Context: an optimization exercise on an open-source flow, tuned for small area, a short achievable clock period and few clock cycles. The choices shown serve that exercise and are no tape-out recipe. Function was checked by simulation only, so behaviour that the tests miss may differ from the original. Power figures rest on the tool's default switching activity, not on a simulated workload.

**flow/config.mk**
```make
export PLATFORM = sky130hd
export DESIGN_NAME = crossbar
export DESIGN_NICKNAME = crossbar
export VERILOG_FILES = /design/flow/design.v
export SDC_FILE = /design/flow/constraint.sdc
export NUM_CORES = 4
export LEC_CHECK = 0
export CAP_MARGIN = 0
export CELL_PAD_IN_SITES_DETAIL_PLACEMENT = 1
export CORE_AREA = 5 5 295 295
export CTS_BUF_LIST = sky130_fd_sc_hd__clkbuf_4 sky130_fd_sc_hd__clkbuf_8
export DIE_AREA = 0 0 300 300
export PLACE_DENSITY = 0.35
export SETUP_SLACK_MARGIN = 1.5
export SLEW_MARGIN = 0
export SYNTH_HIERARCHICAL = 1
export SYNTH_MINIMUM_KEEP_SIZE = 0
```
**flow/constraint.sdc**
```tcl
create_clock -name core_clock -period 6.0 [get_ports {clk}]
set_input_delay 1.2000 -clock core_clock [delete_from_list [all_inputs] [get_ports {clk}]]
set_output_delay 1.2000 -clock core_clock [all_outputs]
set_load 0.01 [all_outputs]
```
**flow/design.v**
```verilog
module arbiter (
	input        clk,
	input        reset,
	input  [3:0] req,
	input        ack,           
	output [3:0] gnt
	);
	reg  [1:0] last;            
	wire [3:0] e = 4'b0001 << last;
	genvar m;
	generate
	  for (m = 0; m < 4; m = m + 1) begin : gm
	    wire p1 = ~e[(m + 3) % 4];
	    wire p2 = e[m] | e[(m + 1) % 4];
	    wire p3 = e[m];
	    assign gnt[m] = req[m] & ~((req[(m + 3) % 4] & p1) |
	                               (req[(m + 2) % 4] & p2) |
	                               (req[(m + 1) % 4] & p3));
	  end
	endgenerate
	always @(posedge clk) begin
	  if (reset)
	    last <= 2'd3;
	  else if (ack && |req)
	    last <= {gnt[3] | gnt[2], gnt[3] | gnt[1]};
	end
endmodule
module crossbar (
	input clk,                                        
	input reset,                                      
	input  master_0_req,				  
	output master_0_ack,                              
	input  master_0_cmd,				  
	output master_0_resp,                             
	input  [31:0] master_0_addr,                      
	input  [31:0] master_0_wdata,                     
	output [31:0] master_0_rdata,                     
	input  master_1_req,				
	output master_1_ack,
	input  master_1_cmd,				
	output master_1_resp,
	input  [31:0] master_1_addr,
	input  [31:0] master_1_wdata,
	output [31:0] master_1_rdata,
	input  master_2_req,
	output master_2_ack,
	input  master_2_cmd,
	output master_2_resp,
	input  [31:0] master_2_addr,
	input  [31:0] master_2_wdata,
	output [31:0] master_2_rdata,
	input  master_3_req,
	output master_3_ack,
	input  master_3_cmd,
	output master_3_resp,
	input  [31:0] master_3_addr,
	input  [31:0] master_3_wdata,
	output [31:0] master_3_rdata,
	output slave_0_req,
	input  slave_0_ack,
	output slave_0_cmd,
	input  slave_0_resp,
	input  [31:0] slave_0_rdata,
	output [31:0] slave_0_wdata,
	output [31:0] slave_0_addr,
	output slave_1_req,
	input  slave_1_ack,
	output slave_1_cmd,
	input  slave_1_resp,
	input  [31:0] slave_1_rdata,
	output [31:0] slave_1_wdata,
	output [31:0] slave_1_addr,
	output slave_2_req,
	input  slave_2_ack,
	output slave_2_cmd,
	input  slave_2_resp,
	input  [31:0] slave_2_rdata,
	output [31:0] slave_2_wdata,
	output [31:0] slave_2_addr,
	output slave_3_req,
	input  slave_3_ack,
	output slave_3_cmd,
	input  slave_3_resp,
	input  [31:0] slave_3_rdata,
	output [31:0] slave_3_wdata,
	output [31:0] slave_3_addr
	);
	wire [3:0]  m_req   = {master_3_req, master_2_req, master_1_req, master_0_req};
	wire [3:0]  m_cmd   = {master_3_cmd, master_2_cmd, master_1_cmd, master_0_cmd};
	wire [31:0] m_addr [0:3];
	wire [31:0] m_wdata[0:3];
	assign m_addr[0] = master_0_addr;  assign m_wdata[0] = master_0_wdata;
	assign m_addr[1] = master_1_addr;  assign m_wdata[1] = master_1_wdata;
	assign m_addr[2] = master_2_addr;  assign m_wdata[2] = master_2_wdata;
	assign m_addr[3] = master_3_addr;  assign m_wdata[3] = master_3_wdata;
	wire [3:0]  s_ack   = {slave_3_ack, slave_2_ack, slave_1_ack, slave_0_ack};
	wire [3:0]  s_resp  = {slave_3_resp, slave_2_resp, slave_1_resp, slave_0_resp};
	wire [31:0] s_rdata[0:3];
	assign s_rdata[0] = slave_0_rdata;
	assign s_rdata[1] = slave_1_rdata;
	assign s_rdata[2] = slave_2_rdata;
	assign s_rdata[3] = slave_3_rdata;
	wire [3:0] sel [0:3];
	genvar s, m, b;
	generate
	  for (m = 0; m < 4; m = m + 1) begin : md
	    assign sel[m] = 4'b0001 << m_addr[m][31:30];
	  end
	endgenerate
	wire [3:0] r [0:3];
	wire [3:0] g [0:3];
	generate
	  for (s = 0; s < 4; s = s + 1) begin : sl
	    for (m = 0; m < 4; m = m + 1) begin : ms
	      assign r[s][m] = m_req[m] & sel[m][s];
	    end
	    arbiter arb (
	      .clk(clk), .reset(reset),
	      .req(r[s]), .ack(s_ack[s]), .gnt(g[s])
	    );
	  end
	endgenerate
	wire [3:0]  sl_req, sl_cmd;
	wire [31:0] sl_addr [0:3];
	wire [31:0] sl_wdata[0:3];
	generate
	  for (s = 0; s < 4; s = s + 1) begin : so
	    assign sl_req[s] = |r[s];
	    assign sl_cmd[s] = |(g[s] & m_cmd);
	    assign sl_addr[s][31:30] = sl_req[s] ? s : 2'b00;
	    for (b = 0; b < 30; b = b + 1) begin : ab
	      andor4 u (.g(g[s]), .d({m_addr[3][b], m_addr[2][b], m_addr[1][b], m_addr[0][b]}), .y(sl_addr[s][b]));
	    end
	    for (b = 0; b < 32; b = b + 1) begin : wb
	      andor4 u (.g(g[s]), .d({m_wdata[3][b], m_wdata[2][b], m_wdata[1][b], m_wdata[0][b]}), .y(sl_wdata[s][b]));
	    end
	  end
	endgenerate
	assign slave_0_req = sl_req[0]; assign slave_0_cmd = sl_cmd[0];
	assign slave_1_req = sl_req[1]; assign slave_1_cmd = sl_cmd[1];
	assign slave_2_req = sl_req[2]; assign slave_2_cmd = sl_cmd[2];
	assign slave_3_req = sl_req[3]; assign slave_3_cmd = sl_cmd[3];
	assign slave_0_addr = sl_addr[0]; assign slave_0_wdata = sl_wdata[0];
	assign slave_1_addr = sl_addr[1]; assign slave_1_wdata = sl_wdata[1];
	assign slave_2_addr = sl_addr[2]; assign slave_2_wdata = sl_wdata[2];
	assign slave_3_addr = sl_addr[3]; assign slave_3_wdata = sl_wdata[3];
	wire [3:0] m_ack;
	generate
	  for (m = 0; m < 4; m = m + 1) begin : ma
	    assign m_ack[m] = (g[0][m] & s_ack[0]) | (g[1][m] & s_ack[1])
	                    | (g[2][m] & s_ack[2]) | (g[3][m] & s_ack[3]);
	  end
	endgenerate
	assign master_0_ack = m_ack[0];
	assign master_1_ack = m_ack[1];
	assign master_2_ack = m_ack[2];
	assign master_3_ack = m_ack[3];
	reg  [3:0]  rpend;
	wire [3:0]  rv   [0:3];
	wire [31:0] m_rdata[0:3];
	always @(posedge clk) begin
	  if (reset)
	    rpend <= 4'b0000;
	  else
	    rpend <= m_ack & ~m_cmd;
	end
	generate
	  for (m = 0; m < 4; m = m + 1) begin : mr
	    assign rv[m] = sel[m] & s_resp & {4{rpend[m]}};
	    for (b = 0; b < 32; b = b + 1) begin : rb
	      andor4 u (.g(rv[m]), .d({s_rdata[3][b], s_rdata[2][b], s_rdata[1][b], s_rdata[0][b]}), .y(m_rdata[m][b]));
	    end
	  end
	endgenerate
	assign master_0_resp = |rv[0]; assign master_0_rdata = m_rdata[0];
	assign master_1_resp = |rv[1]; assign master_1_rdata = m_rdata[1];
	assign master_2_resp = |rv[2]; assign master_2_rdata = m_rdata[2];
	assign master_3_resp = |rv[3]; assign master_3_rdata = m_rdata[3];
endmodule
module andor4 (
	input  [3:0] g,
	input  [3:0] d,
	output       y
	);
	assign y = |(g & d);
endmodule
```
**flow/flow/run.sh**
```bash
#!/bin/bash
# Standard ORFS layout; the only change is the cell used for the port
# buffers (a plain buffer instead of the delay cell buffer_ports picks).
set -euo pipefail
BUF=${PORT_BUF:-sky130_fd_sc_hd__buf_1}
bash standard.sh "BUFFER_PORTS_ARGS=-buffer_cell $BUF" finish > flow_make.log 2>&1
```
**flow/standard.sh**
```bash
#!/bin/bash
# synth_recipe.tcl (not shown) runs the flow's synth.tcl, then flattens the netlist and writes it again
# the make line also repeats each setting of config.mk as NAME=value (left out here)
make -C /OpenROAD-flow-scripts/flow DESIGN_CONFIG=/design/flow/config.mk WORK_HOME=/design/flow/orfs CLKGATE_MAP_FILE= SYNTH_SCRIPT=/design/flow/synth_recipe.tcl "${@:-finish}"
```
==> results.yml, run 1 <==
outcome:
  status: "complete, no violations"
layout:
  fillCellCount: 10700
  flow.area_growth_from_synthesis_pct: 59.4
  ff_latch_area_um2: 240
  num-nets-final: 2621
  layout-drive-gt1-share_pct: 5.78
  multi_input_area_um2: 8560
timing:
  worst-slew-pin-transition_ps: 1110
  worst_clock_skew_on_the_final_layout_ps: 4.48
  rsz0062_at_grt: "true"
  achievable-frequency_ghz: 0.225
  finalSetupTns_ps: 0
  timing_hold_violations_final: 0
  fin_hold_ws_ps: 606
  timing.final.crit_period_ps: 4450
  post-route-worst-setup-slack_ps: 1550
  worst_slew_margin_rel_pct: 25.9
  timing.final.crit_share_pct: 74.1
  setup_viol: 0
  number_of_slew_limit_violations_in_the_final_report: 0
yosys:
  synth_most_common_cell: "a22oi_1"
  async_flop_share_pct: 0
  synth_top_area_share_pct: 65.7
  yosys-top-cells-count: "a22oi_1 (768), nand2_1 (400), inv_1 (27), ha_1 (20)"
  yosys.area.top_type: "a22oi_1"
  predominant_post_synthesis_flop_cell: "dfxtp_1"
  synth_edf_count: 0
  synth_sequential_area_ratio_pct: 2.74
  syn_area_per_cell_um2: 6.51
  synth_area_leaders: "a22oi_1 (66%), nand2_1 (17%), ha_1 (2.9%)"
  yosys_register_bits: 12
  synthesis.yosys.warnings: 8
  syn_inst: 1348
  synth.lib_cells_used.distinct: 29
  mappedNetlistArea_um2: 8770
power_and_ir_drop:
  share_clk_of_total_power_pct: 6.0
  vdd_ir_drop_max_v: 0.0000349
  power.density_cell_area_nw_per_um2: 90.0
  sequentialPowerShare_pct: 7.4
  net_switching_share_of_the_total_power_pct: 64.2
  internal-power_mw: 0.451
  netSwitchingPower_mw: 0.808
  power.combinational.fraction_pct: 86.7
  total_leakage_power_nw: 5.30
floorplan:
  die_h_um: 300
  core_region_area_um2: 83600
  std_cell_rows: 106
  ioPinCount: 802
  initial_utilization_pct: 10.5
  design.die.area_um2: 90000
  die_width_um: 300
worst_setup_path:
  worstSetupStartpointType: "input pin"
  end_of_the_critical_path: "slave_1_wdata[15]"
  path_class: "in2out"
  critPathLaunch: "master_2_addr[31]"
  worst_ep_required_time_ps: 4800
  critical_r2r_launch: "sl[3].arb.last[0]"
  timing.critical_path.arrival_ps: 3250
  critical_path.max_fanout: 32
  crit-reg2reg-capture: "rpend[0]"
  worst_path_max_delay_cell: "bufinv_8"
  worst_r2r_path_depth: 7
  critPathTopFamily: "buffers and inverters"
  crit_buf_inv: 4
  setup.reg_to_reg.worst_slack_ps: 3820
  critical_path_depth: 9
  critical_path.cell_chain: "buf_1, and3b_2, nand2_1, nand4_1, bufinv_8, buf_12, a22oi_1, nand2_1, buf_1"
  cp-end-kind: "primary output"
  critical-path-max-stage-delay_ps: 390
detailed_routing:
  via_per_inst: 5.30
  via_count: 17400
  drt_first_iter_violations: 1514
  wire_length_after_detailed_routing_um: 101000
  residual_drc: 0
  avgRoutedWirePerCell_um: 30.8
  drt_pass1_iterations: 6
  antenna_violating_nets_post_route: 0
cts:
  cts.sinks: 12
  clock_tree.htree_level_count: 1
  cts_inserted_buffers: 3
  clkTransAtPathRegs_ps: 60
  cts_tree: "done"
  cts_buffer_depth: 2
  clk_latency_ps: 240
  cts_root_buffer: "clkbuf_8"
global_routing:
  grt_pass1_wl_um: 139000
  maximum_number_of_pins_on_one_net_before_global_route_repair: 65
  antenna_found_initial: 29
  grt_overflow: 0
  grt_pass1_vias: 17400
  combined_global_route_utilization_of_all_metal_layers_pct: 20.8
placement:
  port_buffers: 797
  place.gp.congestion: 0.894
  pre_cts_ws_ps: 883
  place.detailed.hpwl_um: 79100
hold_path:
  timing.hold.worst.class: "reg2reg"
job:
  maxCapViolCount: 0
==> registers in the layout, summed over array words and instances (netlist names) <==
name,cells
rpend,4
sl.arb.last,8
==> cell families after synthesis <==
kind of cell | count (synthesis) | synth area share [%]
buffers and inverters | 35 | 1.84
adders and majority gates | 20 | 2.85
and+or+nand+nor | 480 | 24.3
other | 1 | 0.0427
DFF | 12 | 2.74
AOI/OAI and AO/OA | 800 | 68.2
==> per-stage QoR <==
stage / std cells / cell area, um2 / util (%) / power [mW]
floorplan: 1351 / 8790 / - / 0.510
global placement: 3254 / 13500 / 16.1 / 1.13
detailed placement: 3254 / 13500 / 16.1 / 1.14
CTS: 3276 / 13900 / 16.6 / 1.25
global route: 3285 / 14000 / 16.7 / 1.33
finish: 3286 / 14000 / 16.7 / 1.26
==> Yosys stat by module, one instance, submodules excluded <==
module,copies in the design,cells,flip-flops and latches
arbiter,4,34,2
andor4,376,3,0
crossbar,1,84,4
==> cells in the final DEF (no fill, tap or decap), drive strengths merged, types with 5 or more instances in the layout <==
master  synthesis  layout
a22oi         768     768
a31oi           8       8
and3            8      11
and3b           5       5
and4b           8       8
buf             8     837
bufinv          0       5
clkbuf          0      13
clkinv          0       8
dfxtp          12      12
diode           0       9
ha             20      20
inv            27      15
nand2         400     400
nand2b         12      12
nand4           8       8
nor2b           8       8
nor3            8       8
o21ai           8       8
or4             7       7
==> power by group through the flow <==
stage / clock network (mW) / logic, mW / registers, mW
floorplan: 0 / 0.418 / 0.0921
global placement: 0 / 1.04 / 0.0945
detailed placement: 0 / 1.04 / 0.0947
CTS: 0.0764 / 1.08 / 0.0929
global route: 0.0804 / 1.16 / 0.0940
finish: 0.0749 / 1.09 / 0.0929
==> tightest hold or removal path, stage by stage, from the launching register on <==
cell	delay (ps)
dfxtp_1	380
nor3_1	70
a31oi_1	120
==> how the worst min path moves through the flow <==
| stage | startpoint | to | slack [ps] | cells past startpoint |
|---|---|---|---|---|
| 2_1_floorplan | sl[0].arb.last[1] | sl[0].arb.last[1] | 550 | 2 |
| 3_3_place_gp | sl[2].arb.last[1] | sl[2].arb.last[1] | 600 | 2 |
| 3_5_place_dp | sl[3].arb.last[1] | sl[3].arb.last[1] | 600 | 2 |
| 4_1_cts | sl[3].arb.last[1] | sl[3].arb.last[1] | 610 | 2 |
| 5_1_grt | sl[3].arb.last[1] | sl[3].arb.last[1] | 640 | 2 |
| 6_report | sl[2].arb.last[1] | sl[2].arb.last[1] | 610 | 2 |
==> layout make-up <==
cell class / count / share of cell area (%)
timing repair buffer: 847 / 25.5
antenna: 9 / 0.161
tap: 1080 / 9.66
multi-input combinational: 1307 / 61.2
clock buffer: 3 / 0.295
timing repair inverter: 1 / 0.0358
sequential: 12 / 1.72
inverter: 27 / 1.45
==> routing by layer <==
| metal | vias to the layer above | routed length, um | track usage, % |
|---|---|---|---|
| met5 | - | 91 | 0 |
| met4 | 14 | 5060 | 8.53 |
| met1 | 8686 | 40600 | 25.9 |
| met2 | 1104 | 47500 | 35.1 |
| met3 | 170 | 8090 | 4.11 |
| li1 | 7433 | - | - |
==> what timing repair did <==
item / 4_1_cts / 5_1_grt
pin swaps: 5 / 2
setup endpoints to repair: 225 / 129
cloned: 4 / 0
gates resized for setup: 43 / 25
buffers inserted: 15 / 1
hold buffers: 0 / 0
Testbench counts, summed over its fixed seeds: cycles 3,369.
==> inputs of run 2 (changes only) <==
==> flow/config.mk (replaced) <==
export PLATFORM = sky130hd
export DESIGN_NAME = crossbar
export DESIGN_NICKNAME = crossbar
export VERILOG_FILES = /design/flow/design.v
export SDC_FILE = /design/flow/constraint.sdc
export NUM_CORES = 4
export LEC_CHECK = 0
export CAP_MARGIN = 20
export CELL_PAD_IN_SITES_DETAIL_PLACEMENT = 1
export CORE_AREA = 5 5 295 295
export CTS_BUF_LIST = sky130_fd_sc_hd__clkbuf_4 sky130_fd_sc_hd__clkbuf_8
export DIE_AREA = 0 0 300 300
export PLACE_DENSITY = 0.5
export SETUP_SLACK_MARGIN = 1.5
export SLEW_MARGIN = 20
export SYNTH_HIERARCHICAL = 1
export SYNTH_MINIMUM_KEEP_SIZE = 0
==> run 2 against run 1 <==
Largest power group unchanged. Synthesized cell count unchanged. Count of clock-buffer cells in the layout increased by 1. Area after synthesis unchanged. Still clean. Worst setup slack got worse by 46 ps. Global-route usage increased by 1.6 points. Die area unchanged.
==> results.yml, run 2 <==
worst_setup_path:
  worstSetupStartpointType: "input pin"
  worst_ep_required_time_ps: 4800
  path_class: "in2out"
  cp-end-kind: "primary output"
  critical_path.max_fanout: 64
  timing.critical_path.arrival_ps: 3290
cts:
  cts.sinks: 12
  clk_latency_ps: 250
  clkTransAtPathRegs_ps: 60
  cts_inserted_buffers: 3
  cts_tree: "done"
  clock_tree.htree_level_count: 1
  cts_buffer_depth: 2
  cts_root_buffer: "clkbuf_8"
  hold_buffers: 0
timing:
  worst_clock_skew_on_the_final_layout_ps: 1.16
  worst-slew-pin-transition_ps: 998
  timing.final.crit_share_pct: 74.9
  timing_hold_violations_final: 0
  timing.final.crit_period_ps: 4490
  finalSetupTns_ps: 0
  achievable-frequency_ghz: 0.223
  rsz0062_at_grt: "true"
  number_of_slew_limit_violations_in_the_final_report: 0
  setup_viol: 0
  worst_slew_margin_rel_pct: 33.5
  post-route-worst-setup-slack_ps: 1510
global_routing:
  antenna_found_initial: 45
  grt_pass1_wl_um: 147000
  grt_overflow: 0
  combined_global_route_utilization_of_all_metal_layers_pct: 22.4
  maximum_number_of_pins_on_one_net_before_global_route_repair: 65
  grt_pass1_vias: 17800
yosys:
  synth_edf_count: 0
  syn_area_per_cell_um2: 6.51
  async_flop_share_pct: 0
  predominant_post_synthesis_flop_cell: "dfxtp_1"
  synth_most_common_cell: "a22oi_1"
  yosys_register_bits: 12
  synth_area_leaders: "a22oi_1 (66%), nand2_1 (17%), ha_1 (2.9%)"
  yosys.area.top_type: "a22oi_1"
  yosys-top-cells-count: "a22oi_1 (768), nand2_1 (400), inv_1 (27), ha_1 (20)"
  syn_inst: 1348
  synth.lib_cells_used.distinct: 29
  mappedNetlistArea_um2: 8770
  synth_sequential_area_ratio_pct: 2.74
  synth_top_area_share_pct: 65.7
  synthesis.yosys.warnings: 8
layout:
  num-nets-final: 2669
  flow.area_growth_from_synthesis_pct: 66.3
  layout_commonest_cell: "buf_1"
  layout-drive-gt1-share_pct: 8.68
  biggestRegsByFlops: "sl.arb.last x8, rpend x4"
  fillCellCount: 10700
  layout_common_cells: "buf_1 (774), a22oi_1 (767), nand2_1 (400)"
  final_design_area_no_fill_um2: 14600
  stdcell_count: 3346
  max_flop_register: "sl.arb.last"
  final_core_utilization_pct: 17.5
  largest_reg_flops: 8
power_and_ir_drop:
  power.density_cell_area_nw_per_um2: 93.5
  total_leakage_power_nw: 5.63
  vdd_ir_drop_max_v: 0.0000530
hold_path:
  timing.hold.worst.class: "reg2reg"
detailed_routing:
  antenna_violating_nets_post_route: 0
  wire_length_after_detailed_routing_um: 111000
  via_per_inst: 5.49
  drt_pass1_iterations: 6
  via_count: 18400
  avgRoutedWirePerCell_um: 33.3
  residual_drc: 0
  drt_first_iter_violations: 2107
placement:
  place.detailed.hpwl_um: 85100
  placedCellCount: 3280
  dpl_cell_area_um2: 13700
  place.gp.congestion: 1.01
  port_buffers: 797
  pre_cts_ws_ps: 980
floorplan:
  std_cell_rows: 106
  initial_utilization_pct: 10.5
  die_width_um: 300
  ioPinCount: 802
  design.die.area_um2: 90000
  core_region_area_um2: 83600
  die_h_um: 300
outcome:
  status: "complete, no violations"
job:
  maxCapViolCount: 0
==> run 2: cell count changes in the layout (fill, tap and decap cells not counted), sizes merged <==
cell      change
and3          +1
clkinvlp      +1
inv           +1
buf          +40
clkbuf        +6
diode        +11
==> run 2: logic make-up after synthesis <==
family,count (synthesis),synth area share [%]
buf+inv,35,1.84
simple gates,480,24.3
flops,12,2.74
fa+ha+maj,20,2.85
other cells,1,0.0427
compound gates,800,68.2
==> run 2: stage by stage <==
step	power, mW	hold slack (ps)
3_5_place_dp	1.17	591
6_report	1.36	608
4_1_cts	1.31	606
3_3_place_gp	1.15	594
2_1_floorplan	0.510	550
5_1_grt	1.43	634
==> run 2: repair_timing <==
item                                    in CTS  in global routing
gates resized for setup                     47                 39
setup buffers                               19                 15
endpoints found under the setup margin     254                235
pin swaps                                    5                  6
cloned                                       5                  3
==> run 2: report_power, final <==
part / switching (mW) / leakage, nW / internal (mW)
clock network: 0.0374 / 0.0289 / 0.0583
logic: 0.827 / 5.50 / 0.349
registers: 0.00702 / 0.0985 / 0.0855
==> run 2: worst paths after layout <==
path | startpoint | to | slack, ps | depth (start not counted)
max reg2reg | sl[3].arb.last[0] | rpend[2] | 3650 | 8
min reg2reg | sl[1].arb.last[1] | sl[1].arb.last[1] | 610 | 2
max | master_0_addr[31] | slave_0_wdata[7] | 1510 | 10
min | sl[1].arb.last[1] | sl[1].arb.last[1] | 610 | 2
==> run 2: final cells by class <==
cell class	instances	area (um2)	area share (%)
multi-input combinational	1308	8620	59.1
timing repair buffer	892	4030	27.6
tap	1080	1350	9.26
sequential	12	240	1.65
inverter	27	225	1.54
clock buffer	4	55.1	0.377
antenna	20	50.0	0.343
timing repair inverter	3	17.5	0.120
==> run 2: metal layers <==
metal  vias to the layer above  global-route usage, %  wire length [um]
met2                      1589                   36.8             50100
met5                         -                  0.920               108
met1                      8906                   27.0             42200
met4                        16                   10.7              7270
met3                       316                   6.20             11800
li1                       7544                      -                 -
==> run 2: critical path, stage by stage <==
cell and delay, ps:
clkbuf_2 160, nor3b_4 310, buf_4 190, nand2b_1 60
nand4_1 200, clkinv_2 110, buf_12 170, a22oi_1 300
nand2_1 180, clkbuf_2 220
==> run 2: Yosys stat by module (local to each module, per instance) <==
module,cells,times used,cell area [um2]
crossbar,84,1,696
arbiter,34,4,255
andor4,3,376,18.8
==> inputs of run 3 (changes only) <==
--- a/flow/config.mk
+++ b/flow/config.mk
@@ -10,7 +10,7 @@
 export CORE_AREA = 5 5 295 295
 export CTS_BUF_LIST = sky130_fd_sc_hd__clkbuf_4 sky130_fd_sc_hd__clkbuf_8
 export DIE_AREA = 0 0 300 300
-export PLACE_DENSITY = 0.5
+export PLACE_DENSITY = 0.25
 export SETUP_SLACK_MARGIN = 1.5
 export SLEW_MARGIN = 20
 export SYNTH_HIERARCHICAL = 1
==> run 3 against run 2 <==
Area after synthesis did not move. Count of clock-buffer cells in the layout is the same. Cell count decreased by 0.33%. Worst hold slack better by 5.5 ps. Maximum frequency down 0.11%. Clock skew is 7.7 ps higher. Sequential power increased by 0.6%. Critical path type unchanged. Largest cell class unchanged. Largest power group unchanged. Highest routed layer unchanged.
==> results.yml, run 3 <==
cts:
  clk_latency_ps: 250
  clkTransAtPathRegs_ps: 70
  cts_inserted_buffers: 3
  cts_root_buffer: "clkbuf_8"
  clock_tree.htree_level_count: 1
  cts_buffer_depth: 2
  cts_tree: "done"
  cts.sinks: 12
  hold_buffers: 0
global_routing:
  grt_pass1_wl_um: 155000
  grt_pass1_vias: 18300
  maximum_number_of_pins_on_one_net_before_global_route_repair: 65
  combined_global_route_utilization_of_all_metal_layers_pct: 23.5
  antenna_found_initial: 45
  grt_overflow: 0
worst_setup_path:
  critical_path_depth: 9
  critical_path.max_fanout: 10
  critPathTopFamily: "simple AND/OR/NAND/NOR gates"
  critical_r2r_launch: "sl[1].arb.last[0]"
  critical_path.cell_chain: "clkbuf_2, and3_2, nor2b_1, a21oi_4, and3_4, buf_4, a22oi_1, nand2_1, buf_1"
  timing.critical_path.arrival_ps: 3300
  worst_r2r_path_depth: 7
  critical-path-max-stage-delay_ps: 400
  crit_buf_inv: 3
  worst_ep_required_time_ps: 4800
  worstSetupStartpointType: "input pin"
  critPathLaunch: "master_3_addr[31]"
  worst_path_max_delay_cell: "and3_4"
  path_class: "in2out"
  setup.reg_to_reg.worst_slack_ps: 3660
  crit-reg2reg-capture: "rpend[2]"
  end_of_the_critical_path: "slave_3_addr[13]"
  cp-end-kind: "primary output"
yosys:
  yosys-top-cells-count: "a22oi_1 (768), nand2_1 (400), inv_1 (27), ha_1 (20)"
  yosys_register_bits: 12
  syn_area_per_cell_um2: 6.51
  yosys.area.top_type: "a22oi_1"
  mappedNetlistArea_um2: 8770
  synth_most_common_cell: "a22oi_1"
  synth.lib_cells_used.distinct: 29
  synth_top_area_share_pct: 65.7
  predominant_post_synthesis_flop_cell: "dfxtp_1"
  synthesis.yosys.warnings: 8
  async_flop_share_pct: 0
  synth_area_leaders: "a22oi_1 (66%), nand2_1 (17%), ha_1 (2.9%)"
  synth_sequential_area_ratio_pct: 2.74
  syn_inst: 1348
  synth_edf_count: 0
timing:
  worst_slew_margin_rel_pct: 31.0
  timing_hold_violations_final: 0
  finalSetupTns_ps: 0
  worst_clock_skew_on_the_final_layout_ps: 8.85
  number_of_slew_limit_violations_in_the_final_report: 0
  timing.final.crit_period_ps: 4500
  timing.final.crit_share_pct: 75.0
  achievable-frequency_ghz: 0.222
  setup_viol: 0
  rsz0062_at_grt: "true"
  worst-slew-pin-transition_ps: 1040
floorplan:
  std_cell_rows: 106
  die_h_um: 300
  initial_utilization_pct: 10.5
  design.die.area_um2: 90000
  ioPinCount: 802
  core_region_area_um2: 83600
  die_width_um: 300
layout:
  flow.area_growth_from_synthesis_pct: 64.4
  biggestRegsByFlops: "sl.arb.last x8, rpend x4"
  largest_reg_flops: 8
  num-nets-final: 2661
  layout-drive-gt1-share_pct: 7.60
  max_flop_register: "sl.arb.last"
  layout_common_cells: "buf_1 (786), a22oi_1 (764), nand2_1 (399)"
  fillCellCount: 10600
  layout_commonest_cell: "buf_1"
detailed_routing:
  via_count: 17900
  residual_drc: 0
  avgRoutedWirePerCell_um: 34.5
  via_per_inst: 5.36
  drt_first_iter_violations: 1415
  drt_pass1_iterations: 5
  wire_length_after_detailed_routing_um: 115000
  antenna_violating_nets_post_route: 0
placement:
  place.gp.congestion: 0.976
  place.detailed.hpwl_um: 84600
  port_buffers: 797
power_and_ir_drop:
  sequentialPowerShare_pct: 7.0
  fin_total_pwr_mw: 1.33
  internal-power_mw: 0.473
  netSwitchingPower_mw: 0.862
  share_clk_of_total_power_pct: 7.1
  power.density_cell_area_nw_per_um2: 92.6
  power.combinational.fraction_pct: 85.9
  total_leakage_power_nw: 5.50
  net_switching_share_of_the_total_power_pct: 64.6
  vdd_ir_drop_max_v: 0.0000543
outcome:
  status: "complete, no violations"
job:
  maxCapViolCount: 0
hold_path:
  timing.hold.worst.class: "reg2reg"
==> run 3: cell counts after synthesis <==
Identical to the previous run, type by type.
==> run 3: cell families after synthesis <==
kind of cell | synth area share, %
AOI/OAI and AO/OA | 68.2
adders and majority gates | 2.85
DFF | 2.74
buffers and inverters | 1.84
other | 0.0427
and+or+nand+nor | 24.3
==> run 3: cell type report <==
| class | count | area (um2) | area share [%] |
|---|---|---|---|
| multi-input cells | 1313 | 8680 | 60.2 |
| flip-flops and latches | 12 | 240 | 1.67 |
| repair inverters | 6 | 41.3 | 0.286 |
| repair buffers | 876 | 3840 | 26.6 |
| well taps | 1080 | 1350 | 9.37 |
| diodes | 17 | 42.5 | 0.295 |
| inverters | 27 | 174 | 1.21 |
| clock buffers | 4 | 55.1 | 0.382 |
==> run 3: worst reg2reg max path, stage by stage, from the launching register on <==
cell      delay (ps)
dfxtp_1          440
inv_1            100
ha_1             260
o21ai_0          230
nand4_1          240
bufinv_8         340
a22oi_1          130
a211oi_1         460
==> run 3: what timing repair did <==
item                       in CTS  in global routing
cloned                         14                  1
pin swaps                      11                  4
gates resized for setup        58                 29
buffers inserted               22                  5
setup endpoints to repair     256                207
==> run 3: how the worst min path moves through the flow <==
| stage | from | endpoint | slack [ps] | cells after the start |
|---|---|---|---|---|
| floorplan | sl[0].arb.last[1] | sl[0].arb.last[1] | 550 | 2 |
| global placement | sl[3].arb.last[1] | sl[3].arb.last[1] | 590 | 2 |
| detailed placement | sl[3].arb.last[1] | sl[3].arb.last[1] | 600 | 2 |
| CTS | sl[3].arb.last[1] | sl[3].arb.last[1] | 610 | 2 |
| global route | sl[3].arb.last[1] | sl[3].arb.last[1] | 650 | 2 |
| finish | sl[2].arb.last[1] | sl[2].arb.last[1] | 610 | 2 |
==> run 3: power by group through the flow <==
stage / combinational [mW] / clock (mW) / sequential [mW]
final: 1.15 / 0.0947 / 0.0931
after global routing: 1.21 / 0.0992 / 0.0946
after CTS: 1.13 / 0.0964 / 0.0932
after detailed placement: 1.07 / 0 / 0.0950
after global placement: 1.06 / 0 / 0.0940
after floorplan: 0.418 / 0 / 0.0921
==> run 3: metal layers <==
layer	global-route usage (%)	part of all wire (%)
met3	5.75	8.4
met2	42.4	50
met4	7.64	4.0
met1	27.3	38
met5	0	0.15
==> run 3: modules after synthesis (local to each module, per instance) <==
module    cell area [um2]  cells inside  flops+latches  copies in the design
arbiter               255            34              2                     4
andor4               18.8             3              0                   376
crossbar              696            84              4                     1
==> run 3: through the flow <==
stage | utilization (%) | cells | instance area [um2] | setup slack [ps] | hold slack, ps
global route | 17.2 | 3324 | 14400 | 1470 | 652
detailed placement | 16.2 | 3271 | 13500 | 904 | 603
finish | 17.3 | 3335 | 14400 | 1500 | 614
CTS | 17.0 | 3311 | 14200 | 1420 | 615
global placement | 16.2 | 3271 | 13500 | 954 | 589
floorplan | - | 1351 | 8790 | 1560 | 550
==> inputs of run 4 (changes only) <==
--- a/flow/config.mk
+++ b/flow/config.mk
@@ -10,8 +10,8 @@
 export CORE_AREA = 5 5 295 295
 export CTS_BUF_LIST = sky130_fd_sc_hd__clkbuf_4 sky130_fd_sc_hd__clkbuf_8
 export DIE_AREA = 0 0 300 300
-export PLACE_DENSITY = 0.25
-export SETUP_SLACK_MARGIN = 1.5
+export PLACE_DENSITY = 0.35
+export SETUP_SLACK_MARGIN = 1.4
 export SLEW_MARGIN = 20
 export SYNTH_HIERARCHICAL = 1
 export SYNTH_MINIMUM_KEEP_SIZE = 0
==> run 4 against run 3 <==
Critical endpoint is now slave_0_wdata[31]. Total power down 4.0%. Die area unchanged. Worst hold slack got worse by 4.0 ps. Clock skew fell by 5.1 ps. Sequential power fell by 0.4%. Synthesized cell count unchanged. Critical path depth unchanged. Register-to-register slack worse by 510 ps. Maximum frequency is 1.8% lower. Still clean. Worst setup slack worse by 81 ps. Highest routed layer unchanged. Largest cell class unchanged.
==> results.yml, run 4 <==
detailed_routing:
  via_count: 17400
  antenna_violating_nets_post_route: 0
  via_per_inst: 5.28
  wire_length_after_detailed_routing_um: 101000
  residual_drc: 0
  drt_first_iter_violations: 1465
  avgRoutedWirePerCell_um: 30.6
  drt_pass1_iterations: 6
placement:
  dpl_cell_area_um2: 13500
  port_buffers: 797
  place.detailed.hpwl_um: 79900
  place.gp.congestion: 0.913
  placedCellCount: 3257
global_routing:
  globalRouteMet2Util_pct: 35.7
  global_route.usage.met1_pct: 24.5
  grt_pass1_vias: 16900
  antenna_found_initial: 39
  grt_busiest_layer: "met2"
  grt_pass1_wl_um: 135000
  grt_overflow: 0
  met3_track_demand_over_resource_in_global_routing_pct: 3.28
  combined_global_route_utilization_of_all_metal_layers_pct: 20.0
  maximum_number_of_pins_on_one_net_before_global_route_repair: 65
cts:
  cts.sinks: 12
  cts_buffer_depth: 2
  clkTransAtPathRegs_ps: 60
  clk_latency_ps: 250
  clock_tree.htree_level_count: 1
  cts_root_buffer: "clkbuf_8"
  cts_inserted_buffers: 3
  hold_buffers: 0
  cts_tree: "done"
hold_path:
  holdCritStartpoint: "sl[1].arb.last[1]"
  timing.hold.worst.class: "reg2reg"
  min_delay_path_depth: 2
floorplan:
  die_h_um: 300
  core_region_area_um2: 83600
  std_cell_rows: 106
  design.die.area_um2: 90000
  ioPinCount: 802
  initial_utilization_pct: 10.5
  die_width_um: 300
yosys:
  synth_edf_count: 0
  yosys_register_bits: 12
  synth_sequential_area_ratio_pct: 2.74
  adder_cell_share_of_the_synthesized_area_pct: 2.85
  synthesis.yosys.warnings: 8
  syn_area_per_cell_um2: 6.51
  post_synthesis_share_of_cell_area_spent_on_xor_and_xnor_gates_pct: 0
  synth_top_area_share_pct: 65.7
  synth_area_leaders: "a22oi_1 (66%), nand2_1 (17%), ha_1 (2.9%)"
  synthSimpleGateAreaFrac_pct: 24.3
  async_flop_share_pct: 0
  synth.lib_cells_used.distinct: 29
  mappedNetlistArea_um2: 8770
  share_of_the_synthesized_area_in_compound_gates_ao_oa_aoi_oai_pct: 68.2
  synth_mux_area_share_pct: 0
  yosys-top-cells-count: "a22oi_1 (768), nand2_1 (400), inv_1 (27), ha_1 (20)"
  yosys.area.top_type: "a22oi_1"
  predominant_post_synthesis_flop_cell: "dfxtp_1"
  synth_top_family_by_area: "compound AO/OA/AOI/OAI gates"
  synth_most_common_cell: "a22oi_1"
  syn_inst: 1348
timing:
  timing.final.crit_share_pct: 76.3
  setup_viol: 0
  finalSetupTns_ps: 0
  worst_slew_margin_rel_pct: 26.0
  rsz0062_at_grt: "true"
  fin_hold_ws_ps: 610
  number_of_slew_limit_violations_in_the_final_report: 0
  timing.final.crit_period_ps: 4580
  timing_hold_violations_final: 0
  worst_clock_skew_on_the_final_layout_ps: 3.79
  worst-slew-pin-transition_ps: 1110
  achievable-frequency_ghz: 0.218
layout:
  biggestRegsByFlops: "sl.arb.last x8, rpend x4"
  multi_input_area_um2: 8560
  layout_commonest_cell: "buf_1"
  fillCellCount: 10700
  layout_common_cells: "buf_1 (784), a22oi_1 (768), nand2_1 (400)"
  num-nets-final: 2627
  largest_reg_flops: 8
  max_flop_register: "sl.arb.last"
  flow.area_growth_from_synthesis_pct: 59.6
  final_design_area_no_fill_um2: 14000
  ff_latch_area_um2: 240
  layout-drive-gt1-share_pct: 6.03
  stdcell_count: 3297
job:
  maxCapViolCount: 0
power_and_ir_drop:
  vdd_ir_drop_max_v: 0.0000540
  total_leakage_power_nw: 5.33
  power.density_cell_area_nw_per_um2: 91.5
worst_setup_path:
  timing.critical_path.arrival_ps: 3380
  cp-end-kind: "primary output"
  worst_r2r_path_depth: 7
  worst_ep_required_time_ps: 4800
  critPathLaunch: "master_2_addr[30]"
  worstSetupStartpointType: "input pin"
  critical_r2r_launch: "sl[2].arb.last[0]"
  path_class: "in2out"
  critical_path.max_fanout: 11
outcome:
  status: "complete, no violations"
## run 4: logic make-up (layout without fill, tap and decap cells)
group,after synthesis,after routing
AO/OA/AOI/OAI,800,800
AND/OR/NAND/NOR,480,484
buffers and inverters,35,884
adder cells (fa/ha/maj),20,20
flip-flops,12,12
other,1,17
## run 4: per-layer routing
| metal | share of wire, % | vias to the layer above |
|---|---|---|
| met5 | 0.090 | - |
| met3 | 7.4 | 187 |
| met4 | 4.2 | 12 |
| met1 | 39 | 8678 |
| li1 | - | 7462 |
| met2 | 49 | 1082 |
## run 4: Yosys stat by module, one instance, submodules excluded
module,flops+latches,cells
arbiter,2,34
crossbar,4,84
andor4,0,3
## run 4: worst max-delay path: stages
cell,delay [ps]
buf_1,220
nor3b_1,100
buf_4,170
o21ai_1,330
and3_4,420
buf_4,300
a22oi_1,130
nand2_1,90
buf_1,400
## run 4: final cells by class
class	count	area share [%]
clock buffers	4	0.393
repair buffers	851	25.4
multi-input cells	1308	61.1
repair inverters	2	0.0715
diodes	13	0.232
flip-flops and latches	12	1.72
well taps	1080	9.65
inverters	27	1.39
## run 4: path summary, 6_finish.rpt
kind,endpoint,slack (ps)
setup / recovery,slave_0_wdata[31],1420
hold / removal,sl[1].arb.last[1],610
setup reg to reg,rpend[0],3150
hold reg to reg,sl[1].arb.last[1],610
## run 4: per-stage QoR
| step | power (mW) | setup slack, ps | utilization [%] |
|---|---|---|---|
| 2_1_floorplan | 0.510 | 1500 | - |
| 3_3_place_gp | 1.14 | 1110 | 16.1 |
| 3_5_place_dp | 1.14 | 1010 | 16.1 |
| 4_1_cts | 1.25 | 1270 | 16.4 |
| 5_1_grt | 1.35 | 1250 | 16.7 |
| 6_report | 1.28 | 1420 | 16.8 |
## run 4: timing repair
action                     in CTS  in global routing
pin swaps                       0                  6
setup endpoints to repair     181                167
buffers inserted                2                 15
cloned                          3                  3
hold endpoints to repair        0                  0
gates resized for setup        24                 38
## run 4: report_power, final
part	switching [mW]	internal (mW)	total, mW
combinational	0.774	0.320	1.09
clock	0.0366	0.0582	0.0948
sequential	0.00722	0.0855	0.0927
total	0.818	0.463	1.28
==> inputs of run 5 (changes only) <==
--- a/flow/config.mk
+++ b/flow/config.mk
@@ -6,12 +6,12 @@
 export NUM_CORES = 4
 export LEC_CHECK = 0
 export CAP_MARGIN = 20
-export CELL_PAD_IN_SITES_DETAIL_PLACEMENT = 1
+export CELL_PAD_IN_SITES_DETAIL_PLACEMENT = 0
 export CORE_AREA = 5 5 295 295
 export CTS_BUF_LIST = sky130_fd_sc_hd__clkbuf_4 sky130_fd_sc_hd__clkbuf_8
 export DIE_AREA = 0 0 300 300
 export PLACE_DENSITY = 0.35
-export SETUP_SLACK_MARGIN = 1.4
+export SETUP_SLACK_MARGIN = 1.5
 export SLEW_MARGIN = 20
 export SYNTH_HIERARCHICAL = 1
 export SYNTH_MINIMUM_KEEP_SIZE = 0
==> run 5 against run 4 <==
Still clean on timing, DRC and antenna. Count of clock-buffer cells in the layout down 1. Routed wire length is 0.45% lower. Flip-flop and latch count stayed put. Combinational power about the same. Worst setup slack improved by 120 ps. Core utilization about the same. Largest cell class unchanged.
==> results.yml, run 5 <==
timing:
  worst-slew-pin-transition_ps: 1080
  achievable-frequency_ghz: 0.224
  timing.final.crit_period_ps: 4460
  rsz0062_at_grt: "false"
  fin_hold_ws_ps: 598
  setup_viol: 0
  number_of_slew_limit_violations_in_the_final_report: 0
  worst_clock_skew_on_the_final_layout_ps: 5.72
  timing_hold_violations_final: 0
  timing.final.crit_share_pct: 74.3
  finalSetupTns_ps: 0
  worst_slew_margin_rel_pct: 28.2
detailed_routing:
  residual_drc: 0
  drt_first_iter_violations: 1921
  drt_pass1_iterations: 7
  via_per_inst: 5.31
  wire_length_after_detailed_routing_um: 101000
  avgRoutedWirePerCell_um: 30.6
  antenna_violating_nets_post_route: 0
  via_count: 17500
worst_setup_path:
  path_class: "in2out"
  crit_buf_inv: 5
  timing.critical_path.arrival_ps: 3260
  worst_path_max_delay_cell: "and3_2"
  timing.critical_path.mode_cell: "buf_1"
  critical_path.cell_chain: "buf_1, and3_2, inv_1, o2111ai_2, clkinv_2, buf_12, a22oi_1, nand2_1, buf_1"
  worst_ep_required_time_ps: 4800
  worstSetupStartpointType: "input pin"
  critPathTopFamily: "buffers and inverters"
  critical-path-max-stage-delay_ps: 340
  cp-end-kind: "primary output"
  critical_path.max_fanout: 63
global_routing:
  grt_busiest_layer: "met2"
  global_route.usage.met1_pct: 25.2
  globalRouteMet2Util_pct: 34.7
  combined_global_route_utilization_of_all_metal_layers_pct: 20.0
  grt_pass1_vias: 16600
  antenna_found_initial: 29
  grt_pass1_wl_um: 134000
  maximum_number_of_pins_on_one_net_before_global_route_repair: 65
  met3_track_demand_over_resource_in_global_routing_pct: 3.52
  grt_overflow: 0
cts:
  cts_root_buffer: "clkbuf_8"
  cts_buffer_depth: 2
  cts_inserted_buffers: 3
  clkTransAtPathRegs_ps: 60
  clock_tree.htree_level_count: 1
  cts_tree: "done"
  clk_latency_ps: 240
  cts.sinks: 12
yosys:
  syn_area_per_cell_um2: 6.51
  synth_area_leaders: "a22oi_1 (66%), nand2_1 (17%), ha_1 (2.9%)"
  synth_top_area_share_pct: 65.7
  yosys.area.top_type: "a22oi_1"
  yosys-top-cells-count: "a22oi_1 (768), nand2_1 (400), inv_1 (27), ha_1 (20)"
  async_flop_share_pct: 0
  yosys_register_bits: 12
  synth_sequential_area_ratio_pct: 2.74
  synthesis.yosys.warnings: 8
  synth_edf_count: 0
  syn_inst: 1348
  mappedNetlistArea_um2: 8770
  synth.lib_cells_used.distinct: 29
  synth_most_common_cell: "a22oi_1"
  predominant_post_synthesis_flop_cell: "dfxtp_1"
layout:
  flow.area_growth_from_synthesis_pct: 59.7
  max_flop_register: "sl.arb.last"
  largest_reg_flops: 8
  layout_commonest_cell: "buf_1"
  ff_latch_area_um2: 240
  fillCellCount: 9960
  final_core_utilization_pct: 16.8
  biggestRegsByFlops: "sl.arb.last x8, rpend x4"
  num-nets-final: 2621
  multi_input_area_um2: 8560
  layout_common_cells: "buf_1 (781), a22oi_1 (766), nand2_1 (400)"
  layout-drive-gt1-share_pct: 6.01
floorplan:
  die_h_um: 300
  ioPinCount: 802
  std_cell_rows: 106
  core_region_area_um2: 83600
  design.die.area_um2: 90000
  initial_utilization_pct: 10.5
  die_width_um: 300
power_and_ir_drop:
  netSwitchingPower_mw: 0.803
  total_leakage_power_nw: 5.32
  power.density_cell_area_nw_per_um2: 89.6
  fin_total_pwr_mw: 1.26
  sequentialPowerShare_pct: 7.4
  internal-power_mw: 0.452
  power.combinational.fraction_pct: 86.8
  net_switching_share_of_the_total_power_pct: 64.0
  share_clk_of_total_power_pct: 5.8
  vdd_ir_drop_max_v: 0.0000389
job:
  maxCapViolCount: 0
placement:
  port_buffers: 797
  place.gp.congestion: 0.894
  place.detailed.hpwl_um: 77800
hold_path:
  timing.hold.worst.class: "reg2reg"
outcome:
  status: "complete, no violations"
run 5: cell counts after synthesis:
Identical to the previous run, type by type.
run 5: worst register-to-register path: stages (launching register included):
cell and delay (ps):
dfxtp_1 400, inv_1 90, ha_1 270, o21ai_2 380
and3_4 370, buf_4 160, a22oi_1 100, a211oi_1 320
run 5: worst paths after layout:
kind                      from           endpoint  slack (ps)  cells after the start
max          master_2_addr[31]    slave_3_addr[9]        1540                      9
min reg2reg  sl[3].arb.last[1]  sl[3].arb.last[1]         600                      2
max reg2reg  sl[1].arb.last[0]           rpend[0]        3800                      7
min          sl[3].arb.last[1]  sl[3].arb.last[1]         600                      2
run 5: power by group through the flow:
stage	Sequential (mW)	Combinational [mW]	Clock, mW
finish	0.0927	1.09	0.0727
global route	0.0939	1.15	0.0790
CTS	0.0928	1.06	0.0750
detailed placement	0.0945	1.04	0
global placement	0.0945	1.04	0
floorplan	0.0921	0.418	0
run 5: metrics by stage:
step | instances | instance area [um2] | worst slack [ps]
2_1_floorplan | 1351 | 8790 | 1560
3_5_place_dp | 3254 | 13500 | 886
6_report | 3289 | 14000 | 1540
3_3_place_gp | 3254 | 13500 | 968
4_1_cts | 3268 | 13800 | 1490
5_1_grt | 3285 | 14000 | 1490
run 5: what timing repair did:
item	in CTS	in global routing
endpoints found under the setup margin	225	160
pin swaps	3	4
hold buffers	0	0
buffers inserted	8	8
cloned	3	1
gates resized for setup	37	32
run 5: kinds of logic (layout without fill, tap and decap cells):
group | count (synthesis) | after routing | share of synthesized area (%)
buf+inv | 35 | 878 | 1.84
compound gates | 800 | 800 | 68.2
simple gates | 480 | 483 | 24.3
fa+ha+maj | 20 | 20 | 2.85
flops | 12 | 12 | 2.74
other cells | 1 | 16 | 0.0427
run 5: metal layers:
metal,vias up,part of all wire [%],routed length (um)
met1,8612,40,40100
met4,12,4.1,4160
met3,172,8.5,8590
met2,1251,47,47700
met5,-,0.078,78
li1,7425,-,-
run 5: per-module statistics from Yosys, one instance, submodules excluded:
module	cells	flops+latches
crossbar	84	4
arbiter	34	2
andor4	3	0
run 5: cell type report:
class	instances	share of cell area, %
flip-flops and latches	12	1.71
repair buffers	847	25.6
diodes	12	0.214
repair inverters	1	0.0357
inverters	27	1.45
clock buffers	3	0.295
well taps	1080	9.64
multi-input cells	1307	61.1
==> inputs of run 6 (changes only) <==
--- a/flow/config.mk
+++ b/flow/config.mk
@@ -6,7 +6,7 @@
 export NUM_CORES = 4
 export LEC_CHECK = 0
 export CAP_MARGIN = 20
-export CELL_PAD_IN_SITES_DETAIL_PLACEMENT = 0
+export CELL_PAD_IN_SITES_DETAIL_PLACEMENT = 1
 export CORE_AREA = 5 5 295 295
 export CTS_BUF_LIST = sky130_fd_sc_hd__clkbuf_4 sky130_fd_sc_hd__clkbuf_8
 export DIE_AREA = 0 0 300 300
==> run 6 against run 5 <==
Still clean on timing, DRC and antenna. Register-to-register slack better by 20 ps. Via count shrank 0.37%. Clock skew is 1.2 ps lower. Core utilization hardly changed. Combinational power barely moved. Critical endpoint is now slave_1_wdata[15]. Largest power group unchanged.
==> results.yml, run 6 <==
timing:
  worst_slew_margin_rel_pct: 25.9
  achievable-frequency_ghz: 0.225
  rsz0062_at_grt: "true"
  post-route-worst-setup-slack_ps: 1550
  worst-slew-pin-transition_ps: 1110
  worst_clock_skew_on_the_final_layout_ps: 4.48
  timing_hold_violations_final: 0
  number_of_slew_limit_violations_in_the_final_report: 0
  timing.final.crit_period_ps: 4450
  timing.final.crit_share_pct: 74.1
  finalSetupTns_ps: 0
  setup_viol: 0
worst_setup_path:
  timing.critical_path.arrival_ps: 3250
  critPathTopFamily: "buffers and inverters"
  path_class: "in2out"
  critical_path.cell_chain: "buf_1, and3b_2, nand2_1, nand4_1, bufinv_8, buf_12, a22oi_1, nand2_1, buf_1"
  worstSetupStartpointType: "input pin"
  crit_buf_inv: 4
  worst_path_max_delay_cell: "bufinv_8"
  worst_ep_required_time_ps: 4800
  critical-path-max-stage-delay_ps: 390
  cp-end-kind: "primary output"
  critical_path.max_fanout: 32
global_routing:
  grt_pass1_wl_um: 139000
  antenna_found_initial: 29
  grt_overflow: 0
  maximum_number_of_pins_on_one_net_before_global_route_repair: 65
  combined_global_route_utilization_of_all_metal_layers_pct: 20.8
  grt_pass1_vias: 17400
layout:
  max_flop_register: "sl.arb.last"
  layout-drive-gt1-share_pct: 5.78
  num-nets-final: 2621
  final_core_utilization_pct: 16.7
  fillCellCount: 10700
  largest_reg_flops: 8
  biggestRegsByFlops: "sl.arb.last x8, rpend x4"
  final_design_area_no_fill_um2: 14000
  layout_commonest_cell: "buf_1"
  flow.area_growth_from_synthesis_pct: 59.4
  layout_common_cells: "buf_1 (785), a22oi_1 (768), nand2_1 (400)"
power_and_ir_drop:
  net_switching_share_of_the_total_power_pct: 64.2
  power.combinational.fraction_pct: 86.7
  vdd_ir_drop_max_v: 0.0000349
  sequentialPowerShare_pct: 7.4
  share_clk_of_total_power_pct: 6.0
  netSwitchingPower_mw: 0.808
  total_leakage_power_nw: 5.30
  power.density_cell_area_nw_per_um2: 90.0
  internal-power_mw: 0.451
yosys:
  synth.lib_cells_used.distinct: 29
  yosys-top-cells-count: "a22oi_1 (768), nand2_1 (400), inv_1 (27), ha_1 (20)"
  synthesis.yosys.warnings: 8
  syn_inst: 1348
  syn_area_per_cell_um2: 6.51
  synth_area_leaders: "a22oi_1 (66%), nand2_1 (17%), ha_1 (2.9%)"
  mappedNetlistArea_um2: 8770
  synth_edf_count: 0
  async_flop_share_pct: 0
  yosys.area.top_type: "a22oi_1"
  yosys_register_bits: 12
  synth_sequential_area_ratio_pct: 2.74
  synth_top_area_share_pct: 65.7
  synth_most_common_cell: "a22oi_1"
  predominant_post_synthesis_flop_cell: "dfxtp_1"
floorplan:
  die_width_um: 300
  core_region_area_um2: 83600
  die_h_um: 300
  ioPinCount: 802
  design.die.area_um2: 90000
  initial_utilization_pct: 10.5
  std_cell_rows: 106
placement:
  port_buffers: 797
  dpl_cell_area_um2: 13500
  pre_cts_ws_ps: 883
  place.gp.congestion: 0.894
  place.detailed.hpwl_um: 79100
cts:
  cts_buffer_depth: 2
  cts_inserted_buffers: 3
  clkTransAtPathRegs_ps: 60
  hold_buffers: 0
  cts.sinks: 12
  cts_root_buffer: "clkbuf_8"
  cts_tree: "done"
  clock_tree.htree_level_count: 1
  clk_latency_ps: 240
outcome:
  status: "complete, no violations"
detailed_routing:
  drt_first_iter_violations: 1514
  antenna_violating_nets_post_route: 0
  wire_length_after_detailed_routing_um: 101000
  residual_drc: 0
  avgRoutedWirePerCell_um: 30.8
  drt_pass1_iterations: 6
  via_per_inst: 5.30
  via_count: 17400
job:
  maxCapViolCount: 0
hold_path:
  timing.hold.worst.class: "reg2reg"
==> run 6: changes by cell type in the layout (fill, tap and decap cells not counted), moves of 2 or more <==
cell      previous run  this run
a22oi_1            766       768
clkbuf_2            11         9
a22oi_2              2         0
buf_2                5         3
diode_2             12         9
buf_1              781       785
==> run 6: power by group through the flow <==
stage          Combinational, mW  Clock, mW  Sequential (mW)
2_1_floorplan              0.418          0           0.0921
3_3_place_gp                1.04          0           0.0945
3_5_place_dp                1.04          0           0.0947
4_1_cts                     1.08     0.0764           0.0929
5_1_grt                     1.16     0.0804           0.0940
6_report                    1.09     0.0749           0.0929
==> run 6: layer usage <==
metal,vias up,routed length (um),GRT usage [%]
met5,-,91,0
met4,14,5060,8.53
met3,170,8090,4.11
met2,1104,47500,35.1
met1,8686,40600,25.9
li1,7433,-,-
==> run 6: kinds of logic after synthesis <==
kind of cell	count (synthesis)	share of synthesized area (%)
other cells	1	0.0427
fa+ha+maj	20	2.85
flops	12	2.74
simple gates	480	24.3
buf+inv	35	1.84
compound gates	800	68.2
==> run 6: area by class of cell <==
cell class / count / area (um2) / share of cell area (%)
timing repair buffer: 847 / 3560 / 25.5
timing repair inverter: 1 / 5.00 / 0.0358
antenna: 9 / 22.5 / 0.161
sequential: 12 / 240 / 1.72
clock buffer: 3 / 41.3 / 0.295
inverter: 27 / 203 / 1.45
multi-input combinational: 1307 / 8560 / 61.2
tap: 1080 / 1350 / 9.66
==> run 6: timing repair <==
action	in CTS	in global routing
pin swaps	5	2
buffers inserted	15	1
resized for setup	43	25
gates cloned	4	0
endpoints found under the setup margin	225	129
==> run 6: metrics by stage <==
step	total power, mW	hold WS (ps)	std cells
after floorplan	0.510	550	1351
after global placement	1.13	600	3254
after detailed placement	1.14	598	3254
after CTS	1.25	612	3276
after global routing	1.33	641	3285
final	1.26	606	3286
==> run 6: modules after synthesis (local to each module, per instance) <==
module / cells inside / flops+latches / area [um2] / times used
arbiter: 34 / 2 / 255 / 4
crossbar: 84 / 4 / 696 / 1
andor4: 3 / 0 / 18.8 / 376
==> run 6: worst register-to-register path, delay by kind of cell (launching register included) <==
family	cells	cell delay [ps]
buf+inv	2	300
flops	1	420
fa+ha+maj	1	270
simple gates	1	280
compound gates	3	790
==> run 6: final timing paths <==
check,startpoint,endpoint,slack (ps),depth (start not counted)
setup / recovery,master_2_addr[31],slave_1_wdata[15],1550,9
hold / removal,sl[2].arb.last[1],sl[2].arb.last[1],610,2
setup reg to reg,sl[3].arb.last[0],rpend[0],3820,7
hold reg to reg,sl[2].arb.last[1],sl[2].arb.last[1],610,2
==> inputs of run 7 (changes only) <==
--- a/flow/config.mk
+++ b/flow/config.mk
@@ -10,6 +10,7 @@
 export CORE_AREA = 5 5 295 295
 export CTS_BUF_LIST = sky130_fd_sc_hd__clkbuf_4 sky130_fd_sc_hd__clkbuf_8
 export DIE_AREA = 0 0 300 300
+export GPL_TIMING_DRIVEN = 0
 export PLACE_DENSITY = 0.35
 export SETUP_SLACK_MARGIN = 1.5
 export SLEW_MARGIN = 20
==> run 7 against run 6 <==
Flip-flop and latch count unchanged. Worst setup slack improved by 18 ps. Critical path depth decreased by 1. Critical endpoint is now slave_0_wdata[24].
==> results.yml, run 7 <==
timing:
  timing_hold_violations_final: 0
  worst_clock_skew_on_the_final_layout_ps: 2.20
  number_of_slew_limit_violations_in_the_final_report: 0
  timing.final.crit_period_ps: 4430
  rsz0062_at_grt: "false"
  post-route-worst-setup-slack_ps: 1570
  timing.final.crit_share_pct: 73.8
  achievable-frequency_ghz: 0.226
  worst-slew-pin-transition_ps: 1090
  worst_slew_margin_rel_pct: 27.7
  setup_viol: 0
placement:
  pre_cts_ws_ps: 1150
  place.detailed.hpwl_um: 77600
  port_buffers: 797
  place.gp.congestion: 0.861
yosys:
  syn_inst: 1348
  synth_most_common_cell: "a22oi_1"
  mappedNetlistArea_um2: 8770
  synth_sequential_area_ratio_pct: 2.74
  synth_area_leaders: "a22oi_1 (66%), nand2_1 (17%), ha_1 (2.9%)"
  synth_top_area_share_pct: 65.7
  async_flop_share_pct: 0
  predominant_post_synthesis_flop_cell: "dfxtp_1"
  synth.lib_cells_used.distinct: 29
  syn_area_per_cell_um2: 6.51
  synthesis.yosys.warnings: 8
  yosys-top-cells-count: "a22oi_1 (768), nand2_1 (400), inv_1 (27), ha_1 (20)"
  yosys_register_bits: 12
  yosys.area.top_type: "a22oi_1"
  synth_edf_count: 0
power_and_ir_drop:
  power.combinational.fraction_pct: 85.4
  netSwitchingPower_mw: 0.798
  net_switching_share_of_the_total_power_pct: 62.5
  sequentialPowerShare_pct: 7.2
  share_clk_of_total_power_pct: 7.4
  vdd_ir_drop_max_v: 0.0000485
  internal-power_mw: 0.479
  fin_total_pwr_mw: 1.28
  total_leakage_power_nw: 5.44
  power.density_cell_area_nw_per_um2: 89.7
cts:
  cts_inserted_buffers: 3
  cts_root_buffer: "clkbuf_8"
  cts.sinks: 12
  clkTransAtPathRegs_ps: 60
  hold_buffers: 0
  cts_buffer_depth: 2
  clock_tree.htree_level_count: 1
  clk_latency_ps: 250
  cts_tree: "done"
global_routing:
  combined_global_route_utilization_of_all_metal_layers_pct: 19.7
  grt_overflow: 0
  grt_pass1_vias: 16800
  grt_pass1_wl_um: 133000
  maximum_number_of_pins_on_one_net_before_global_route_repair: 54
  antenna_found_initial: 33
layout:
  layout_common_cells: "buf_1 (773), a22oi_1 (768), nand2_1 (400)"
  num-nets-final: 2613
  ff_latch_area_um2: 240
  layout-drive-gt1-share_pct: 5.71
  max_flop_register: "sl.arb.last"
  fillCellCount: 10600
  largest_reg_flops: 8
  layout_commonest_cell: "buf_1"
  biggestRegsByFlops: "sl.arb.last x8, rpend x4"
  flow.area_growth_from_synthesis_pct: 62.2
  multi_input_area_um2: 8480
job:
  maxCapViolCount: 0
worst_setup_path:
  critical-path-max-stage-delay_ps: 370
  setup.reg_to_reg.worst_slack_ps: 3930
  timing.critical_path.arrival_ps: 3230
  worstSetupStartpointType: "input pin"
  worst_ep_required_time_ps: 4800
  worst_path_max_delay_cell: "nor3b_4"
  critical_path.cell_chain: "buf_1, nor3b_4, o2111ai_2, inv_4, buf_16, a22oi_1, nand2_1, buf_1"
  timing.critical_path.mode_cell: "buf_1"
  critical_r2r_launch: "sl[2].arb.last[0]"
  cp-end-kind: "primary output"
  path_class: "in2out"
  worst_r2r_path_depth: 7
  critical_path.max_fanout: 47
  crit-reg2reg-capture: "rpend[0]"
floorplan:
  die_h_um: 300
  core_region_area_um2: 83600
  die_width_um: 300
  design.die.area_um2: 90000
  ioPinCount: 802
  std_cell_rows: 106
  initial_utilization_pct: 10.5
detailed_routing:
  antenna_violating_nets_post_route: 0
  drt_pass1_iterations: 6
  residual_drc: 0
  drt_first_iter_violations: 1613
  via_count: 17300
  avgRoutedWirePerCell_um: 29.7
  via_per_inst: 5.28
  wire_length_after_detailed_routing_um: 97500
outcome:
  status: "complete, no violations"
hold_path:
  timing.hold.worst.class: "reg2reg"
  holdCritStartpoint: "sl[1].arb.last[1]"
  worstHoldEndpoint: "sl[1].arb.last[1]"
  min_delay_path_depth: 2
run 7: changes by cell type in the layout (fill, tap and decap cells not counted), sizes merged:
cell and delta:
and3 -3, buf -6, bufbuf +1, bufinv +2
clkbuf +2, clkinv -7, diode +1, inv +4
run 7: area by class of cell:
cell class              instances  share of cell area [%]
multi-input cells            1304                    59.6
repair buffers                835                    26.7
well taps                    1080                    9.50
flip-flops and latches         12                    1.69
inverters                      27                    1.51
plain buffers                   8                   0.422
clock buffers                   4                   0.387
diodes                         10                   0.176
run 7: worst max-delay path by stage:
stage,start,to,cells after the start
2_1_floorplan,master_3_addr[31],master_3_ack,5
3_3_place_gp,master_3_addr[30],slave_2_addr[8],9
3_5_place_dp,master_3_req,slave_0_addr[8],8
4_1_cts,master_0_addr[30],slave_2_wdata[25],10
5_1_grt,master_1_addr[31],slave_3_addr[19],9
6_report,master_3_req,slave_0_wdata[24],8
run 7: worst max-delay path, delay by kind of cell:
family                 cells  cell delay [ps]
AO/OA/AOI/OAI              2              360
buffers and inverters      4             1120
AND/OR/NAND/NOR            2              440
run 7: Yosys stat by module (local to each module, per instance):
| module | cells | copies in the design | flops+latches | area (um2) |
|---|---|---|---|---|
| crossbar | 84 | 1 | 4 | 696 |
| andor4 | 3 | 376 | 0 | 18.8 |
| arbiter | 34 | 4 | 2 | 255 |
run 7: power by group through the flow:
stage               clock (mW)  combinational, mW  sequential, mW
detailed placement           0               1.05          0.0943
global placement             0               1.02          0.0943
finish                  0.0944               1.09          0.0925
floorplan                    0              0.418          0.0921
CTS                     0.0964               1.07          0.0925
global route             0.102               1.16          0.0938
run 7: stage by stage:
| step | TNS (ps) | hold slack (ps) | std cells | instance area [um2] | utilization (%) |
|---|---|---|---|---|---|
| floorplan | 0 | 550 | 1351 | 8790 | - |
| global placement | -101710 | 602 | 3228 | 13100 | 15.7 |
| detailed placement | 0 | 599 | 3252 | 13800 | 16.5 |
| CTS | 0 | 612 | 3266 | 14100 | 16.9 |
| global route | 0 | 673 | 3280 | 14200 | 17.0 |
| finish | 0 | 607 | 3280 | 14200 | 17.0 |
run 7: cells by family (layout without fill, tap and decap cells):
family | after synthesis | count (layout) | synth area share [%]
flops | 12 | 12 | 2.74
buf+inv | 35 | 874 | 1.84
simple gates | 480 | 480 | 24.3
compound gates | 800 | 800 | 68.2
other cells | 1 | 14 | 0.0427
fa+ha+maj | 20 | 20 | 2.85
run 7: routing by layer:
layer | wire (um) | global-route usage, % | vias to the layer above
met5 | 146 | 0 | -
met4 | 3850 | 6.30 | 20
met3 | 8050 | 3.65 | 175
met2 | 47300 | 34.4 | 1145
met1 | 38200 | 24.4 | 8583
li1 | - | - | 7406
run 7: what timing repair did:
action	in CTS	in global routing
cloned	1	2
endpoints found under the hold margin	0	0
pin swaps	0	1
buffers inserted	9	2
resized for setup	37	18
endpoints found under the setup margin	132	112

==> separate check: timing with driven ports <==
The results above use ideal ports. As a check the final layouts listed here were re-extracted and re-timed, cells and wires unchanged.
Step 1 assumes that a clkbuf_16 drives the clock port and a buf_2 every other input.
Step 2 times the ports against the registers' clock, not the clock port: input delays grow and output delays shrink by t, the midpoint of the rising clock arrivals with the driver on.
a / b / c = ideal ports / drivers / drivers and shift; a / b = the first two.
| run | t (ns) | setup WS [ns] | worst hold slack (ns) | worst register clock-pin slew, ns | cell pins on the clock port's net |
|---|---|---|---|---|---|
| run 1 | 0.267 | 1.552 / 1.451 / 1.451 | 0.606 / 0.606 / 0.606 | 0.06 / 0.06 | 1 |
| run 2 | 0.281 | 1.506 / 1.361 / 1.361 | 0.608 / 0.608 / 0.608 | 0.06 / 0.06 | 1 |
| run 3 | 0.281 | 1.501 / 1.437 / 1.437 | 0.614 / 0.614 / 0.614 | 0.07 / 0.07 | 1 |
| run 4 | 0.277 | 1.420 / 1.352 / 1.352 | 0.610 / 0.610 / 0.610 | 0.06 / 0.06 | 1 |
| run 5 | 0.260 | 1.543 / 1.460 / 1.460 | 0.598 / 0.598 / 0.598 | 0.06 / 0.06 | 1 |
| run 6 | 0.267 | 1.552 / 1.451 / 1.451 | 0.606 / 0.606 / 0.606 | 0.06 / 0.06 | 1 |
| run 7 | 0.278 | 1.570 / 1.471 / 1.471 | 0.607 / 0.607 / 0.607 | 0.06 / 0.06 | 1 |
After both steps setup and hold are still met in every run listed. The setup slack of run 2, which loses most, moves by -0.145 ns with the drivers and by -0.145 ns with both steps.
